What follows belongs to an exercise in optimizing a design on an open flow for small area, a short achievable clock period and few clock cycles; a production flow would make more cautious choices. No run shown here included a check of the RTL's function; only the layout flow was run.

--- flow/design.v ---
`timescale          1ns/1ps
`default_nettype    none
module NfiVe_MDU (
	input clk,
	input rst_n,
	input start,
	output done,
	input [2:0] op,
	input mul_div,
	input [31:0] op1, op2,
	output [31:0] result
);
	reg st_mul, st_pre, st_div, st_corr, st_fin;
	wire st_idle = ~(st_mul | st_pre | st_div | st_corr | st_fin);
	reg        done_r;
	reg        rem;     
	reg        mulhi;   
	reg [4:0]  cnt;
	reg [32:0] M;       
	reg [31:0] B;       
	reg [33:0] acc;     
	reg        corr;    
	reg        inv;     
	reg        sa;      
	reg        one0, two0, neg0, one1, two1, neg1;
	assign done = done_r;
	assign result = B;
	wire        sgn_div = ~op[0];
	wire        a_neg = sgn_div & op1[31];
	wire        b_neg = sgn_div & op2[31];
	wire [31:0] a_abs = a_neg ? (~op1 + 32'd1) : op1;
	wire [31:0] b_abs = b_neg ? (~op2 + 32'd1) : op2;
	wire [34:0] m35 = {{2{M[32]}}, M};
	wire [34:0] m2  = {M[32], M, 1'b0};
	wire [34:0] pp0 = ({35{one0}} & m35 | {35{two0}} & m2) ^ {35{neg0}};
	wire [34:0] pp1 = ({35{one1}} & m35 | {35{two1}} & m2) ^ {35{neg1}};
	wire [36:0] r0 = {{3{acc[33]}}, acc};
	wire [36:0] r1 = {{2{pp0[34]}}, pp0};
	wire [36:0] r2 = {pp1, neg1, neg1};
	wire [36:0] cs_s = r0 ^ r1 ^ r2;
	wire [36:0] cs_c = (r0 & r1) | (r0 & r2) | (r1 & r2);
	wire [37:0] sum_x = {cs_s, 1'b1} + {cs_c[35:0], neg1, neg0};
	wire [36:0] sum = sum_x[37:1];
	wire [2:0] nb0 = st_idle ? {op2[1:0], 1'b0} : B[5:3];
	wire [2:0] nb1 = st_idle ? op2[3:1] : B[7:5];
	wire [5:0] za, zb;
	lzc32 u_lza (.x(acc[31:0]), .z(za));
	lzc32 u_lzb (.x(M[31:0]), .z(zb));
	wire [6:0] sdiff = {1'b0, zb} - {1'b0, za};
	wire       b_zero = zb[5];
	wire       s_neg = sdiff[6];
	wire [31:0] m_al = M[31:0] << sdiff[4:0];
	wire ge = ~sum[36];
	wire [31:0] r_new = ge ? sum[31:0] : acc[31:0];
	wire mul_last = st_mul & (cnt == 5'd0);
	wire div_last = st_div & (cnt == 5'd0);
	always @(posedge clk or negedge rst_n) begin
		if (~rst_n) begin
			st_mul <= 1'b0; st_pre <= 1'b0; st_div <= 1'b0; st_corr <= 1'b0; st_fin <= 1'b0;
			done_r <= 1'b0;
		end else begin
			st_mul <= st_idle & start & mul_div | st_mul & (cnt != 5'd0);
			st_corr <= mul_last & corr;
			st_pre <= st_idle & start & ~mul_div;
			st_div <= st_pre & ~(b_zero | s_neg) | st_div & (cnt != 5'd0);
			st_fin <= st_pre & (b_zero | s_neg) | div_last & inv;
			done_r <= st_mul & (cnt == 5'd1) & ~corr
			        | mul_last & corr
			        | st_pre & (b_zero | s_neg)
			        | st_pre & ~(b_zero | s_neg) & (sdiff[4:0] == 5'd0) & ~(rem ? sa : (sa ^ inv))
			        | st_div & (cnt == 5'd1) & ~inv
			        | div_last & inv;
		end
	end
	always @(posedge clk) begin
		if (st_idle | st_mul) begin
			one0 <= nb0[1] ^ nb0[0];
			two0 <= (nb0[2] & ~nb0[1] & ~nb0[0]) | (~nb0[2] & nb0[1] & nb0[0]);
			neg0 <= nb0[2];
			one1 <= nb1[1] ^ nb1[0];
			two1 <= (nb1[2] & ~nb1[1] & ~nb1[0]) | (~nb1[2] & nb1[1] & nb1[0]);
			neg1 <= nb1[2];
		end
		if (st_idle & start & ~mul_div) begin
			one0 <= 1'b1; two0 <= 1'b0; neg0 <= 1'b1;
			one1 <= 1'b0; two1 <= 1'b0; neg1 <= 1'b0;
		end
		if (mul_last) begin
			one0 <= 1'b1; two0 <= 1'b0; neg0 <= 1'b0;
			one1 <= 1'b0; two1 <= 1'b0; neg1 <= 1'b0;
		end
		if (st_idle & start) begin
			rem <= op[1];
			mulhi <= op[1:0] != 2'b00;
			if (mul_div) begin
				M <= {op[1:0] != 2'b11 & op1[31], op1};
				B <= op2;
				acc <= 34'd0;
				cnt <= 5'd7;
				corr <= op[1] & op2[31];
			end else begin
				M <= {1'b0, b_abs};
				acc <= {2'b00, a_abs};
				sa <= a_neg;
				inv <= b_neg;    
			end
		end
		if (st_mul) begin
			acc <= {sum[36], sum[36:4]};
			if (cnt == 5'd0 && mulhi && !corr)
				B <= sum[35:4];
			else
				B <= {sum[3:0], B[31:4]};
			cnt <= cnt - 5'd1;
		end
		if (st_corr) B <= sum[31:0];
		if (st_pre) begin
			if (b_zero) begin
				B <= rem ? acc[31:0] : 32'hffffffff;
				inv <= rem & sa;
			end else if (s_neg) begin
				B <= rem ? acc[31:0] : 32'd0;
				inv <= rem & sa;
			end else begin
				B <= 32'd0;
				M <= {1'b0, m_al};
				cnt <= sdiff[4:0];
				inv <= rem ? sa : (sa ^ inv);
			end
		end
		if (st_div) begin
			acc <= {2'b00, r_new};
			M <= {1'b0, M[32:1]};
			cnt <= cnt - 5'd1;
			if (cnt == 5'd0 && rem)
				B <= r_new;
			else
				B <= {B[30:0], ge};
		end
		if (st_fin & inv) B <= ~B + 32'd1;
	end
endmodule
module lzc32 (
	input  [31:0] x,
	output [5:0]  z
);
	wire [7:0] v;
	wire [15:0] g;   
	genvar i;
	generate
		for (i = 0; i < 8; i = i + 1) begin : grp
			wire [3:0] n = x[4*i+3:4*i];
			assign v[i] = |n;
			assign g[2*i+1:2*i] = n[3] ? 2'd0 : n[2] ? 2'd1 : n[1] ? 2'd2 : 2'd3;
		end
	endgenerate
	wire [3:0] v8;
	wire [11:0] g8;
	generate
		for (i = 0; i < 4; i = i + 1) begin : p8
			assign v8[i] = v[2*i+1] | v[2*i];
			assign g8[3*i+2:3*i] = v[2*i+1] ? {1'b0, g[4*i+3:4*i+2]} : {1'b1, g[4*i+1:4*i]};
		end
	endgenerate
	wire [1:0] v16;
	wire [7:0] g16;
	generate
		for (i = 0; i < 2; i = i + 1) begin : p16
			assign v16[i] = v8[2*i+1] | v8[2*i];
			assign g16[4*i+3:4*i] = v8[2*i+1] ? {1'b0, g8[6*i+5:6*i+3]} : {1'b1, g8[6*i+2:6*i]};
		end
	endgenerate
	assign z = v16[1] ? {2'b00, g16[7:4]} :
	           v16[0] ? {2'b01, g16[3:0]} : 6'd32;
endmodule
--- flow/flow/run.sh ---
#!/bin/bash
set -euo pipefail
cd "$(dirname "$0")/.."
MARGIN=$(cat flow/margin.txt)
bash standard.sh SETUP_SLACK_MARGIN=$MARGIN finish > flow_standard.log 2>&1
--- flow/flow/margin.txt ---
7
--- flow/standard.sh ---
#!/bin/bash
# synth_recipe.tcl (not shown) runs the flow's synth.tcl, then flattens the netlist and writes it again
# the make line also repeats each setting of config.mk as NAME=value (left out here)
make -C /OpenROAD-flow-scripts/flow DESIGN_CONFIG=/design/flow/config.mk WORK_HOME=/design/flow/orfs CLKGATE_MAP_FILE= SYNTH_SCRIPT=/design/flow/synth_recipe.tcl "${@:-finish}"
--- flow/config.mk ---
export PLATFORM = sky130hd
export DESIGN_NAME = NfiVe_MDU
export DESIGN_NICKNAME = NfiVe_MDU
export VERILOG_FILES = /design/flow/design.v
export SDC_FILE = /design/flow/constraint.sdc
export NUM_CORES = 4
export LEC_CHECK = 0
export CAP_MARGIN = 20
export CORE_MARGIN = 2
export CORE_UTILIZATION = 45
export SLEW_MARGIN = 20
--- flow/constraint.sdc ---
create_clock -name core_clock -period 10.0 [get_ports {clk}]
set_input_delay 2.0000 -clock core_clock [delete_from_list [all_inputs] [get_ports {clk}]]
set_output_delay 2.0000 -clock core_clock [all_outputs]
set_load 0.01 [all_outputs]
==> run summary, run 1 <==
- Clock-pin slew was measured on the worst setup and hold paths at 0.07 ns.
- STA classifies the critical path endpoint as a register.
- After floorplanning, the core was sized to cover 36800 µm².
- Once the floorplan was initialized, standard cells occupied 45.9% of the core.
- Measured against its own limit, the worst slew margin works out to 31.7%.
- The area of placed instances is 18400 µm².
- The first-pass GRT wire length is 130000 µm.
- In this run, the number of DRC markers left after iteration 0 of detailed routing was 3536.
- The routed via count is 21900.
- The maximum count of clock buffers along a single path is 2.
- Setup violations remaining at the end of the flow were counted as 0.
- The number of warning messages in the yosys log is 1.
- Setup total negative slack on the finished layout was measured at 0 ns.
- The endpoint identified for the worst register-to-register timing path is M[29].
- Timing analysis after detailed placement gives a worst setup slack of 3.98 ns.
- After global routing the overflow that remains totals 0.
- Compared with the post-synthesis result, the final layout area differs by 50.0%.
- The height of the die is 198 µm.
- The number of detailed-routing iterations run before antenna repair is 7.
- The worst setup path startpoint is acc[25].
- Yosys mapped the design onto 83 distinct sky130hd cell types.
- The cell area after synthesis is 16900 µm².
- The critical path endpoint is M[29].
- The largest single stage delay on the critical path is 0.57 ns.
- The final worst-path cycle share is 46.1%.
- The average routed wire per standard cell is 30.4 µm.
- The required time at the worst-slack endpoint is 10.30 ns.
- The critical path data arrival time is 4.90 ns.
- Cells with a size suffix above 1 make up 38.2% of the layout.
- The worst-case clock skew is 0.0203 ns.
- The routability congestion estimate is 0.998.
- The synthesized design contains 71 enable-type register cells.
- The number of global-route vias before repair is 20000.
- The number of synthesized register bits is 120.
- The slowest stage cell on the critical path is sky130_fd_sc_hd__fa_2.
- The number of cells on the worst reg-to-reg path is 20.
- At the pin with the least slew margin, the transition time is 1.02 ns.
- The cell class contributing the biggest share of worst-path delay is compound AO/OA/AOI/OAI gates.
- The post-layout utilization of the core is 68.9%.
- The initial antenna violation count is 0.
- The final layout contains 2744 nets.
- The number of buffers and inverters on the critical path is 7.
- The total die area is 39100 µm².
- The final critical-path setup slack is 5.39 ns.
- Counting buffers and inverters, the worst setup path is 20 cells deep.
- The H-tree generated during clock tree synthesis spans 4 levels.
- The flow ran to the end and the layout has no timing, DRC or antenna violations.
- The time the worst path needs with I/O delays and setup is 4.61 ns.
- After synthesis, flip-flops and latches occupy 18.6% of the total area.
- In this run the worst path has a maximum fanout of 4.
- The worst hold path class is reg2reg.
- After routing the design area is 25300 µm².
- The cell count after placement is 2719.
- Entering global routing, the biggest net connects 77 pins.
- The highest achievable clock rate is 217 MHz.
- TritonCTS built the clock tree.
- The wire length after detailed routing is 93300 µm.
- 104 I/O pins were placed.
- The clock buffer count from CTS is 17.
- The tree is rooted in a sky130_fd_sc_hd__clkbuf_16.
- CTS saw 120 sinks.
- Setup repair after global routing could not meet its margin everywhere.
- In this run the remaining antenna-violating nets after routing total 0.
- The number of cell rows is 70.
- Across the run, the number of max-cap violations was 0.
- The type of the setup path with the least slack is reg2reg.
- The startpoint identified for the worst register-to-register timing path is acc[25].
- The max-slew violation count is 0.
- The antenna diode instance count is 0.
- The total count of hold-check failures in the final report was 0.
- The count of hold buffers inserted by post-cts repair is 0.
- The signal on the critical path passes through inv_2, nand4_1, nor2_2, and3_2, o31ai_4, o31ai_4, ha_2, inv_2, fa_2, buf_12, buf_12, clkinvlp_4, buf_6, buf_6, a211oi_4, a21oi_2, mux2i_2, mux2i_2, a2111oi_4, a221oi_1.
- The clock reaches the later pin of the worst-skew pair after 0.46 ns.
- The number of fill cells is 2964.
- Global routing used 45.1% of the available tracks across all layers.
- The post-detailed-placement half-perimeter wirelength is 59100 µm.
- Counting every instance in the synthesized netlist gives 2313.
- After synthesis, the share of flip-flops with an asynchronous set or reset is 5.00%.
- The per-instance average area after synthesis is 7.30 µm².
- In the synthesized netlist the dominant register cell turns out to be sky130_fd_sc_hd__edfxtp_1.
- The quantity of I/O buffers inserted on ports is 102.
- The slack of the worst reg-to-reg path is 5.39 ns.
- The detailed-route DRC error count is 0.
- Using the TritonRoute via totals, the vias-per-cell ratio works out to 7.13.
- The width of the die is 198 µm.
- STA classifies the critical path startpoint as a register.
- The count of placed standard cells in the final layout, fillers left out is 3068.
- The number of nets handed over by synthesis was 2469.
## sequential cells by signal, summed over array words and instances (netlist names), 5 cells and up
register / flops
cnt: 5
M: 33
B: 32
acc: 33
## synthesized netlist by cell type, drive strengths merged, types with 13 or more instances
cell type	n	area, µm²
nor3	60	322
inv	147	552
or3	19	119
o31ai	20	150
o211ai	14	105
nand3	36	180
o21ai	173	870
fa	37	741
dfxtp	43	861
ha	48	601
clkbuf	173	649
nand2b	16	100
a31oi	26	163
nand4	26	163
nor2	211	792
o221ai	23	201
a22oi	71	533
a21oi	228	1140
a2111oi	13	133
mux2	17	191
mux2i	52	521
edfxtp	71	2130
nor4	28	188
a221oi	57	505
xor2	39	342
nor2b	20	125
a21o	18	135
buf	22	110
nand2	199	747
xnor2	158	1400
a211oi	51	383
and3	23	144
## metrics by stage
step | hold slack [ns]
global route | 0.579
detailed placement | 0.523
CTS | 0.535
finish | 0.552
global placement | 0.496
floorplan | 0.471
## cells in the final DEF (no fill, tap or decap), types with 28 or more instances in the layout
cell                              instances
sky130_fd_sc_hd__buf_4                  222
sky130_fd_sc_hd__nand2_1                181
sky130_fd_sc_hd__nor2_1                 170
sky130_fd_sc_hd__a21oi_1                157
sky130_fd_sc_hd__xnor2_1                126
sky130_fd_sc_hd__inv_1                  115
sky130_fd_sc_hd__o21ai_0                 99
sky130_fd_sc_hd__edfxtp_1                71
sky130_fd_sc_hd__buf_6                   70
sky130_fd_sc_hd__a22oi_1                 49
sky130_fd_sc_hd__o21ai_1                 48
sky130_fd_sc_hd__a21oi_2                 46
sky130_fd_sc_hd__clkdlybuf4s50_1         46
sky130_fd_sc_hd__nor3_1                  44
sky130_fd_sc_hd__a221oi_1                41
sky130_fd_sc_hd__fa_1                    34
sky130_fd_sc_hd__buf_2                   34
sky130_fd_sc_hd__xor2_1                  31
sky130_fd_sc_hd__mux2i_1                 31
sky130_fd_sc_hd__nand3_1                 29
sky130_fd_sc_hd__buf_12                  29
sky130_fd_sc_hd__dfxtp_2                 28
## worst reg2reg max path: cells and delay by family, from the launching register on
family | cells | cell delay [ns]
fa+ha+maj | 2 | 0.82
mux | 2 | 0.40
compound gates | 6 | 1.24
buf+inv | 7 | 0.87
flops | 1 | 0.43
simple gates | 3 | 0.70
## metal layers
| layer | global-route usage (%) | part of all wire (%) | vias up |
|---|---|---|---|
| li1 | - | - | 9110 |
| met1 | 55.3 | 35 | 10400 |
| met2 | 68.6 | 43 | 1847 |
| met3 | 12.2 | 13 | 521 |
| met4 | 31.5 | 9.1 | 0 |
| met5 | 0 | 0 | - |
## worst min path at each step
stage / to / start / depth (start not counted) / slack (ns)
floorplan: cnt[0] / cnt[0] / 1 / 0.47
global placement: cnt[0] / cnt[0] / 1 / 0.50
detailed placement: cnt[0] / cnt[0] / 1 / 0.52
CTS: cnt[0] / cnt[0] / 1 / 0.54
global route: cnt[0] / cnt[0] / 1 / 0.58
finish: cnt[0] / cnt[0] / 1 / 0.55
## what timing repair did
action / in CTS / in global routing
cloned: 27 / 6
resized for setup: 754 / 255
pin swaps: 167 / 115
setup endpoints to repair: 219 / 172
setup buffers: 205 / 80
## cells by family (layout without fill, tap and decap cells)
group | Yosys count | after routing | share of synthesized area [%]
buffers and inverters | 343 | 622 | 7.78
DFF | 120 | 120 | 18.6
muxes | 73 | 73 | 4.75
adders and majority gates | 85 | 85 | 7.94
xor gates and xnor gates | 197 | 197 | 10.3
AOI/OAI and AO/OA | 804 | 804 | 31.1
and+or+nand+nor | 691 | 699 | 19.5
## area by class of cell
cell class / count / area, µm² / share of cell area, %
multi-input cells: 1858 / 15900 / 62.7
repair buffers: 441 / 4460 / 17.6
flip-flops and latches: 120 / 3210 / 12.7
inverters: 148 / 602 / 2.38
well taps: 468 / 586 / 2.31
clock buffers: 17 / 425 / 1.68
clock inverters: 14 / 156 / 0.617
repair inverters: 2 / 15.0 / 0.0593
==> run 2, diff against run 1 <==
--- a/flow/design.v
+++ b/flow/design.v
@@ -22,15 +22,21 @@
 	reg        corr;    
 	reg        inv;     
 	reg        sa;      
+	reg        dv;      
 	reg        one0, two0, neg0, one1, two1, neg1;
 	assign done = done_r;
 	assign result = B;
 	wire        sgn_div = ~op[0];
 	wire        a_neg = sgn_div & op1[31];
 	wire        b_neg = sgn_div & op2[31];
-	wire [31:0] a_abs = a_neg ? (~op1 + 32'd1) : op1;
-	wire [31:0] b_abs = b_neg ? (~op2 + 32'd1) : op2;
-	wire [34:0] m35 = {{2{M[32]}}, M};
+	wire [31:0] a_abs = (op1 ^ {32{a_neg}}) + {31'd0, a_neg};
+	wire [31:0] b_abs = (op2 ^ {32{b_neg}}) + {31'd0, b_neg};
+	wire [5:0] za_in, zb_raw;
+	lzc32 u_lza (.x(a_abs), .z(za_in));
+	lzc32 u_lzb (.x(op2 ^ {32{b_neg}}), .z(zb_raw));
+	wire [5:0] zb_in = (zb_raw[5] & b_neg) ? 6'd31 : zb_raw;
+	wire        msx = M[32] & ~dv;
+	wire [34:0] m35 = {msx, msx, M};
 	wire [34:0] m2  = {M[32], M, 1'b0};
 	wire [34:0] pp0 = ({35{one0}} & m35 | {35{two0}} & m2) ^ {35{neg0}};
 	wire [34:0] pp1 = ({35{one1}} & m35 | {35{two1}} & m2) ^ {35{neg1}};
@@ -43,13 +49,11 @@
 	wire [36:0] sum = sum_x[37:1];
 	wire [2:0] nb0 = st_idle ? {op2[1:0], 1'b0} : B[5:3];
 	wire [2:0] nb1 = st_idle ? op2[3:1] : B[7:5];
-	wire [5:0] za, zb;
-	lzc32 u_lza (.x(acc[31:0]), .z(za));
-	lzc32 u_lzb (.x(M[31:0]), .z(zb));
+	reg  [5:0] za, zb;
 	wire [6:0] sdiff = {1'b0, zb} - {1'b0, za};
 	wire       b_zero = zb[5];
 	wire       s_neg = sdiff[6];
-	wire [31:0] m_al = M[31:0] << sdiff[4:0];
+	wire [32:0] m_al = {1'b0, M[31:0]} << sdiff[4:0];
 	wire ge = ~sum[36];
 	wire [31:0] r_new = ge ? sum[31:0] : acc[31:0];
 	wire mul_last = st_mul & (cnt == 5'd0);
@@ -91,6 +95,9 @@
 		end
 		if (st_idle & start) begin
 			rem <= op[1];
+			dv <= ~mul_div;
+			za <= za_in;
+			zb <= zb_in;
 			mulhi <= op[1:0] != 2'b00;
 			if (mul_div) begin
 				M <= {op[1:0] != 2'b11 & op1[31], op1};
@@ -123,7 +130,7 @@
 				inv <= rem & sa;
 			end else begin
 				B <= 32'd0;
-				M <= {1'b0, m_al};
+				M <= m_al;
 				cnt <= sdiff[4:0];
 				inv <= rem ? sa : (sa ^ inv);
 			end
==> run summary, run 2 <==
- The flow ran to the end and the layout has no timing, DRC or antenna violations.
- In this run the worst hold path is classified as reg2reg.
- The top cell type by total area after synthesis is sky130_fd_sc_hd__edfxtp_1.
- The post-route netlist has 38.0% of its cells at a drive strength greater than 1.
- Dividing the final minimum period by the clock period gives 48.1%.
- When the netlist entered floorplanning its net count stood at 2733.
- At the later pin of the worst-skew pair, clock insertion delay measures 0.49 ns.
- The fraction of synthesis flops using an asynchronous set or reset pin is 4.51%.
- The count of placed standard cells in the final layout, fillers left out is 3429.
- The sequential fraction of the synthesis area is 18.5%.
- The wire length after detailed routing is 103000 µm.
- After synthesis, the share of cell area in mux cells is 5.08%.
- Summing over every cut layer, the via total after detailed routing is 24100.
- The commonest cells after synthesis are sky130_fd_sc_hd__nand2_1 (240), sky130_fd_sc_hd__a21oi_1 (217), sky130_fd_sc_hd__clkbuf_1 (211), sky130_fd_sc_hd__o21ai_0 (180), sky130_fd_sc_hd__xnor2_1 (177).
- The pin count of the biggest net entering global routing is 70.
- The die is 210 µm wide.
- The initial antenna violation count was 2.
- The adder-cell share of the synthesized area is 7.12%.
- The time the worst path needs with I/O delays and setup is 4.81 ns.
- The area added between synthesis and finish is 48.2%.
- The number of detailed-routing iterations run before antenna repair is 8.
- The required time at the worst-slack endpoint is 10.23 ns.
- The worst hold path was traced through 2 stages.
- The core footprint is 41900 µm².
- The synthesized design devotes to its leading area cell type 13.1% of total area.
- The largest registers in the layout are M (33), acc (33), B (32).
- The worst-case clock skew is 0.0157 ns.
- The setup TNS is 0 ns.
- The number of global-route vias before repair is 22200.
- In the layout the commonest cells are sky130_fd_sc_hd__buf_4 (272), sky130_fd_sc_hd__nand2_1 (219), sky130_fd_sc_hd__a21oi_1 (139), sky130_fd_sc_hd__nor2_1 (138), sky130_fd_sc_hd__xnor2_1 (134).
- The endpoint type of the worst setup path is a register.
- Synthesis instantiated 96 different standard cells from the library.
- The highest achievable clock rate is 208 MHz.
- The level count of the clock H-tree is 4.
- The buffer type at the clock tree root is sky130_fd_sc_hd__clkbuf_16.
- The largest family of logic cells by synthesized area is compound AO/OA/AOI/OAI gates.
- A synthesized cell averages 7.38 µm².
- Setup repair after global routing could not meet its margin everywhere.
- For this run, design rule violations remaining after detail routing come to 0.
- The total die area is 43900 µm².
- The nature of the critical path startpoint is an input port.
- Routability-driven placement finished with a final weighted congestion of 0.998.
- For the worst flop-to-flop path, the logic depth is 20.
- After clock tree synthesis, the clock-pin slew on the worst setup and hold paths is 0.06 ns.
- The count of hold buffers inserted by post-cts repair is 0.
- The post-synthesis compound-gate area fraction is 31.8%.
- The most instantiated library cell after synthesis is sky130_fd_sc_hd__nand2_1.
- Counting flops with a built-in enable in the synthesized netlist gives 83.
- The simple logic cell fraction of the synthesized area is 19.6%.
- After Yosys synthesis, XOR and XNOR cells account for 9.93% of the synthesized area.
- In this run the remaining antenna-violating nets after routing total 0.
- The average via count per standard cell is 7.02.
- Registers take 3590 µm².
- The synthesized netlist cell count is 2576.
- Sorting the synthesized cells by area gives the leading types as sky130_fd_sc_hd__edfxtp_1 (13%), sky130_fd_sc_hd__xnor2_1 (8.1%), sky130_fd_sc_hd__a21oi_1 (5.7%).
- Setup violations remaining at the end of the flow were counted as 0.
- The critical path data arrival time is 5.04 ns.
- The max-slew violation count is 0.
- The path with the worst hold slack has its endpoint at M[5].
- The origin of the worst min-delay path is M[6].
- In this run the worst path has a maximum fanout of 4.
- For this run, the number of Yosys warnings is 1.
- Summing every instance area after synthesis gives 19000 µm².
- The type of the setup path with the least slack is in2reg.
- At the pin with the least slew margin, the transition time is 1.25 ns.
- The clock buffer count from CTS is 17.
- The number of fill cells is 3422.
- The first global-routing pass estimated 146000 µm of wire.
- The quantity of I/O buffers inserted on ports is 102.
- The destination of the worst register-to-register timing path is B[31].
- The source of the worst register-to-register timing path is one0.
- The longest clock path from root to sink contains 2 buffers.
- The total clock sinks is 133.
- The worst slew slack as a fraction of its limit is 16.7%.
- The number of synthesized register bits is 133.
- The height of the die is 210 µm.
- The count of maximum capacitance violations is 0.
- 104 I/O pins were placed.
- Among all flip-flop cells after synthesis, the most frequent one is sky130_fd_sc_hd__edfxtp_1.
- At the end of the flow, the number of nets in the layout was 3030.
- Global routing used 44.8% of the available tracks.
- The number of cell rows is 75.
- For this configuration, the core starts out at a cell density of 45.4%.
- The detailed router finished its first iteration with 3389 violations.
- Summed over all nets, the half-perimeter wirelength after detailed placement is 66500 µm.
- The leading cell type in the layout, fill and taps excluded is sky130_fd_sc_hd__buf_4.
- The average routed wire per standard cell is 30.1 µm.
- In the final layout, the multi-input gates occupy 17600 µm².
- For flop-to-flop paths, the worst setup slack is 5.50 ns.
- The cell count after placement is 3015.
- The total count of hold-check failures in the final report is 0.
- TritonCTS built the clock tree.
- The leftover overflow at the end of global routing is 0.
run 2: critical path: stages:
cell and delay (ns):
sky130_fd_sc_hd__buf_8 0.09, sky130_fd_sc_hd__or4b_4 0.56, sky130_fd_sc_hd__nor4b_4 0.32, sky130_fd_sc_hd__buf_4 0.17, sky130_fd_sc_hd__o211ai_4 0.10, sky130_fd_sc_hd__or3_4 0.43, sky130_fd_sc_hd__a211oi_4 0.30, sky130_fd_sc_hd__xnor2_4 0.11
sky130_fd_sc_hd__or4_4 0.59, sky130_fd_sc_hd__nor4bb_4 0.30, sky130_fd_sc_hd__nor3_1 0.08
run 2: stage by stage:
step	hold slack [ns]	utilization (%)	setup WS [ns]	area, µm²
3_5_place_dp	0.571	49.6	3.17	20700
6_report	0.573	67.3	5.19	28200
2_1_floorplan	0.524	-	4.98	20000
3_3_place_gp	0.556	49.5	3.20	20700
4_1_cts	0.572	62.6	5.17	26200
5_1_grt	0.605	67.3	5.15	28200
run 2: repair_timing:
item / 4_1_cts / 5_1_grt
pin swaps: 208 / 204
setup endpoints to repair: 240 / 169
cloned: 21 / 4
setup buffers: 245 / 108
gates resized for setup: 918 / 245
run 2: final cells by class:
| class | instances | share of cell area, % |
|---|---|---|
| flip-flops and latches | 133 | 12.7 |
| multi-input cells | 2051 | 62.4 |
| inverters | 154 | 2.29 |
| clock buffers | 25 | 1.87 |
| repair inverters | 5 | 0.182 |
| repair buffers | 511 | 17.8 |
| well taps | 539 | 2.39 |
| clock inverters | 7 | 0.315 |
| diodes | 4 | 0.0355 |
run 2: cells by family after synthesis:
family                     after synthesis
AOI/OAI and AO/OA                      910
xor gates and xnor gates               214
adders and majority gates               86
buffers and inverters                  398
DFF                                    133
muxes                                   77
and+or+nand+nor                        758
run 2: per-layer routing:
metal | wire (µm) | vias to the layer above | track usage, % | share of wire, %
li1 | - | 10200 | - | -
met1 | 37500 | 11600 | 55.6 | 36
met4 | 8990 | 0 | 30.5 | 8.7
met5 | 0 | - | 0 | 0
met3 | 12200 | 485 | 12.1 | 12
met2 | 44600 | 1790 | 68.0 | 43
run 2: worst max path at each step:
stage / start / endpoint / slack [ns] / depth (start not counted)
2_1_floorplan: op1[4] / za[0] / 4.98 / 10
3_3_place_gp: op[0] / za[0] / 3.20 / 11
3_5_place_dp: op[0] / za[0] / 3.17 / 11
4_1_cts: op1[7] / za[0] / 5.17 / 11
5_1_grt: op1[6] / za[0] / 5.15 / 11
6_report: op1[6] / za[0] / 5.19 / 11

-- what the ideal ports hide --
Ports are ideal in the flow. The routed layouts listed here were re-timed in OpenROAD. Step 1 (the two cells are an assumption about what drives the block):
set clk [get_ports {clk}]
set_driving_cell -lib_cell sky130_fd_sc_hd__clkbuf_16 $clk
set_driving_cell -lib_cell sky130_fd_sc_hd__buf_2 [delete_from_list [all_inputs] $clk]
Step 2 moves the port delays by t, midway between the first and last clock arrival at a register: inputs arrive t later, outputs are due t later. That takes back most of the time a late clock gives input paths. Slacks: ideal / step 1 / step 2; pairs: ideal / step 1.
run	shift t [ns]	slack for setup (ns)	hold slack, ns
run 1	0.510	5.392 / 5.392 / 5.071	0.552 / 0.552 / 0.552
run 2	0.542	5.190 / 5.207 / 4.665	0.573 / 0.573 / 0.573
After both steps every run listed still meets setup and hold. The setup slack of run 2, which loses most, moves by +0.017 ns with the drivers and by -0.525 ns with both steps.
